Background: an optimization exercise with open tools, aiming at small area and a short achievable clock period. Do not read the settings as production practice.
Power and IR drop assume default switching activity.

== P ==
==> module FP32Adder2_align, before the edit <==
module FP32Adder2_align(
    input  wire [31:0] a,
    input  wire [31:0] b,
    output wire        l_sign,
    output wire [7:0]  l_exp1,    
    output wire [23:0] l_manx,    
    output wire        sub,
    output wire [23:0] t_man,     
    output wire [1:0]  t_sh       
);
    assign sub = a[31] ^ b[31];
    wire [7:0] ea = a[30:23];
    wire [7:0] eb = b[30:23];
    wire [7:0] y;
    wire       c;
    sub8 ed(.x(ea), .y(eb), .d(y), .gt(c));
    wire [7:0] s  = y ^ {8{~c}};
    wire       far = |s[7:5];                   
    wire       ha = |ea;
    wire       hb = |eb;
    wire [23:0] ta = {ha, a[22:0]};
    wire [23:0] tb = {hb, b[22:0]};
    wire [23:0] t  = c ? {1'b0, tb[23:1]} : ta;
    wire [23:0] t1 = t >> {s[3:2], 2'b00};
    assign t_man  = far ? 24'd0 : s[4] ? {16'd0, t1[23:16]} : t1;
    assign t_sh   = s[1:0];
    wire [7:0] el = c ? ea : eb;
    assign l_exp1 = el + 8'd1;
    assign l_manx = (c ? ta : tb) ^ {24{sub}};
    assign l_sign = c ? a[31] : b[31];
endmodule
==> module FP32Adder2_norm, before the edit <==
module FP32Adder2_norm(
    input  wire [24:0] v,
    input  wire [4:0]  sh,
    input  wire        q,
    input  wire [7:0]  l_exp1,
    input  wire        off,       
    output wire [22:0] mant,
    output wire [7:0]  exp,
    output wire        ovf
);
    wire [24:0] n = v << sh[3:0];
    assign mant = {n[23] & ~q, n[22:1]} & {23{~off}};
    wire zero = sh[4] & sh[3];
    wire [4:0] x  = l_exp1[4:0];
    wire [4:0] bg = ~x & sh;
    wire [4:0] bp = ~(x ^ sh);
    wire [5:0] b;
    assign b[0] = q;
    assign b[1] = bg[0] | (bp[0] & q);
    assign b[2] = bg[1] | (bp[1] & bg[0]) | (&bp[1:0] & q);
    assign b[3] = bg[2] | (bp[2] & bg[1]) | (&bp[2:1] & bg[0]) | (&bp[2:0] & q);
    assign b[4] = bg[3] | (bp[3] & bg[2]) | (&bp[3:2] & bg[1]) | (&bp[3:1] & bg[0]) | (&bp[3:0] & q);
    assign b[5] = bg[4] | (bp[4] & bg[3]) | (&bp[4:3] & bg[2]) | (&bp[4:2] & bg[1]) | (&bp[4:1] & bg[0]) | (&bp[4:0] & q);
    wire [2:0] hm = l_exp1[7:5] - 3'd1;
    wire [7:0] e  = {b[5] ? hm : l_exp1[7:5], ~bp ^ b[4:0]};
    assign exp = (zero | off) ? 8'd0 : e;
    wire [7:0] d  = l_exp1 ^ {3'd0, sh};
    wire [7:0] m;
    assign m[0] = 1'b1;
    genvar i;
    generate for (i = 1; i < 8; i = i + 1) begin : tm
        assign m[i] = &l_exp1[i-1:0];
    end endgenerate
    wire top = q ? ~|d : ~|(d ^ m);
    assign ovf = ~off & (~|l_exp1 | (~zero & top));
endmodule
==> flow/config.mk <==
export PLATFORM = sky130hd
export DESIGN_NAME = SyncFP32Adder2
export DESIGN_NICKNAME = SyncFP32Adder2
export VERILOG_FILES = /design/flow/design.v
export SDC_FILE = /design/flow/constraint.sdc
export NUM_CORES = 8
export LEC_CHECK = 0
export ABC_AREA = 1
export CAP_MARGIN = 20
export CORE_MARGIN = 2
export CORE_UTILIZATION = 55
export PLACE_DENSITY = 0.8
export SLEW_MARGIN = 20
==> flow/constraint.sdc <==
create_clock -name core_clock -period 9.5 [get_ports {clk}]
set_input_delay 1.9000 -clock core_clock [delete_from_list [all_inputs] [get_ports {clk}]]
set_output_delay 1.9000 -clock core_clock [all_outputs]
set_load 0.01 [all_outputs]
standard.sh (not shown) runs the stock make flow with config.mk's settings and CLKGATE_MAP_FILE= SYNTH_SCRIPT=/design/flow/synth_recipe.tcl, a recipe that flattens the netlist after the stock synthesis.
==> flow/flow/run.sh <==
#!/bin/bash
set -euo pipefail
export BUFFER_PORTS_ARGS="-buffer_cell sky130_fd_sc_hd__buf_1"
export SETUP_SLACK_MARGIN=5.2
export CTS_ARGS="-sink_clustering_enable -repair_clock_nets -buf_list sky130_fd_sc_hd__clkbuf_8 -dont_use_dummy_load"
bash standard.sh > make.log 2>&1
### P -> Q
==> flow/design.v, changed modules only <==
module FP32Adder2_align(
    input  wire [31:0] a,
    input  wire [31:0] b,
    output wire        l_sign,
    output wire [7:0]  l_exp1,    
    output wire [23:0] l_manx,    
    output wire        sub,
    output wire [23:0] t_man,     
    output wire [1:0]  t_sh       
);
    assign sub = a[31] ^ b[31];
    wire [7:0] ea = a[30:23];
    wire [7:0] eb = b[30:23];
    wire [7:0] y;
    wire       c;
    sub8 ed(.x(ea), .y(eb), .d(y), .gt(c));
    wire [7:0] s  = y ^ {8{~c}};
    wire       far = |s[7:5];                   
    wire       ha = |ea;
    wire       hb = |eb;
    wire [23:0] ta = {ha, a[22:0]};
    wire [23:0] tb = {hb, b[22:0]};
    wire [23:0] t  = c ? {1'b0, tb[23:1]} : ta;
    wire [23:0] t1 = s[2] ? {4'd0, t[23:4]} : t;
    wire [23:0] t2 = (s[3] | far) ? {8'd0, t1[23:8]} : t1;
    assign t_man  = (s[4] | far) ? {16'd0, t2[23:16]} : t2;
    assign t_sh   = s[1:0];
    wire [7:0] el = c ? ea : eb;
    assign l_exp1 = el + 8'd1;
    assign l_manx = (c ? ta : tb) ^ {24{sub}};
    assign l_sign = c ? a[31] : b[31];
endmodule
module FP32Adder2_norm(
    input  wire [24:0] v,
    input  wire [4:0]  sh,
    input  wire        q,
    input  wire [7:0]  l_exp1,
    input  wire        off,       
    output wire [22:0] mant,
    output wire [7:0]  exp,
    output wire        ovf
);
    wire [24:0] n = v << sh[3:0];
    assign mant = {n[23] & ~q, n[22:1]} & {23{~off}};
    wire zero = sh[4] & sh[3];
    wire [6:0] el = {1'b0, l_exp1[4:0], 1'b1} + {1'b0, ~sh, ~q};
    wire [2:0] hm = l_exp1[7:5] - 3'd1;
    wire [7:0] e  = {el[6] ? l_exp1[7:5] : hm, el[5:1]};
    assign exp = (zero | off) ? 8'd0 : e;
    wire [7:0] d  = l_exp1 ^ {3'd0, sh};
    wire [7:0] m;
    assign m[0] = 1'b1;
    genvar i;
    generate for (i = 1; i < 8; i = i + 1) begin : tm
        assign m[i] = &l_exp1[i-1:0];
    end endgenerate
    wire top = q ? ~|d : ~|(d ^ m);
    assign ovf = ~off & (~|l_exp1 | (~zero & top));
endmodule
Against P, worst slew margin relative to its limit in Q came out better.
The run showing the greater worst slack at placement is P.
Non-clock buffer count down 2.3% in Q wrt P
Q ended up with a lower global routing usage on met2 than P did.
Between P and Q, the net total in the final layout is lower for Q.
Post-layout total power: Q lower than P
Summary of Q over P: share of cell area taken by flip-flops and latches went up, peak fanout along the critical path dropped 3.
No functional check of the RTL was part of any run of this note.

## afterwards: timing with drivers on the ports
The flow's constraints put no driver on any port. The routed layouts listed below were extracted and timed again, unchanged, in two steps. Step 1 assumes that a clkbuf_16 drives the clock port and a buf_2 every other input. Step 2 moves the port delays by t, midway between the first and last clock arrival at a register: inputs arrive t later, outputs are due t later. That takes back most of the time a late clock gives input paths. Slacks: ideal ports / drivers / drivers and shift; pairs: ideal ports / drivers.
run	shift t [ns]	setup WS [ns]	worst register clock-pin slew, ns
P	0.393	5.231 / 5.241 / 4.848	0.11 / 0.11
Q	0.394	5.196 / 5.206 / 4.813	0.09 / 0.09
After both steps setup and hold are still met in every run listed.
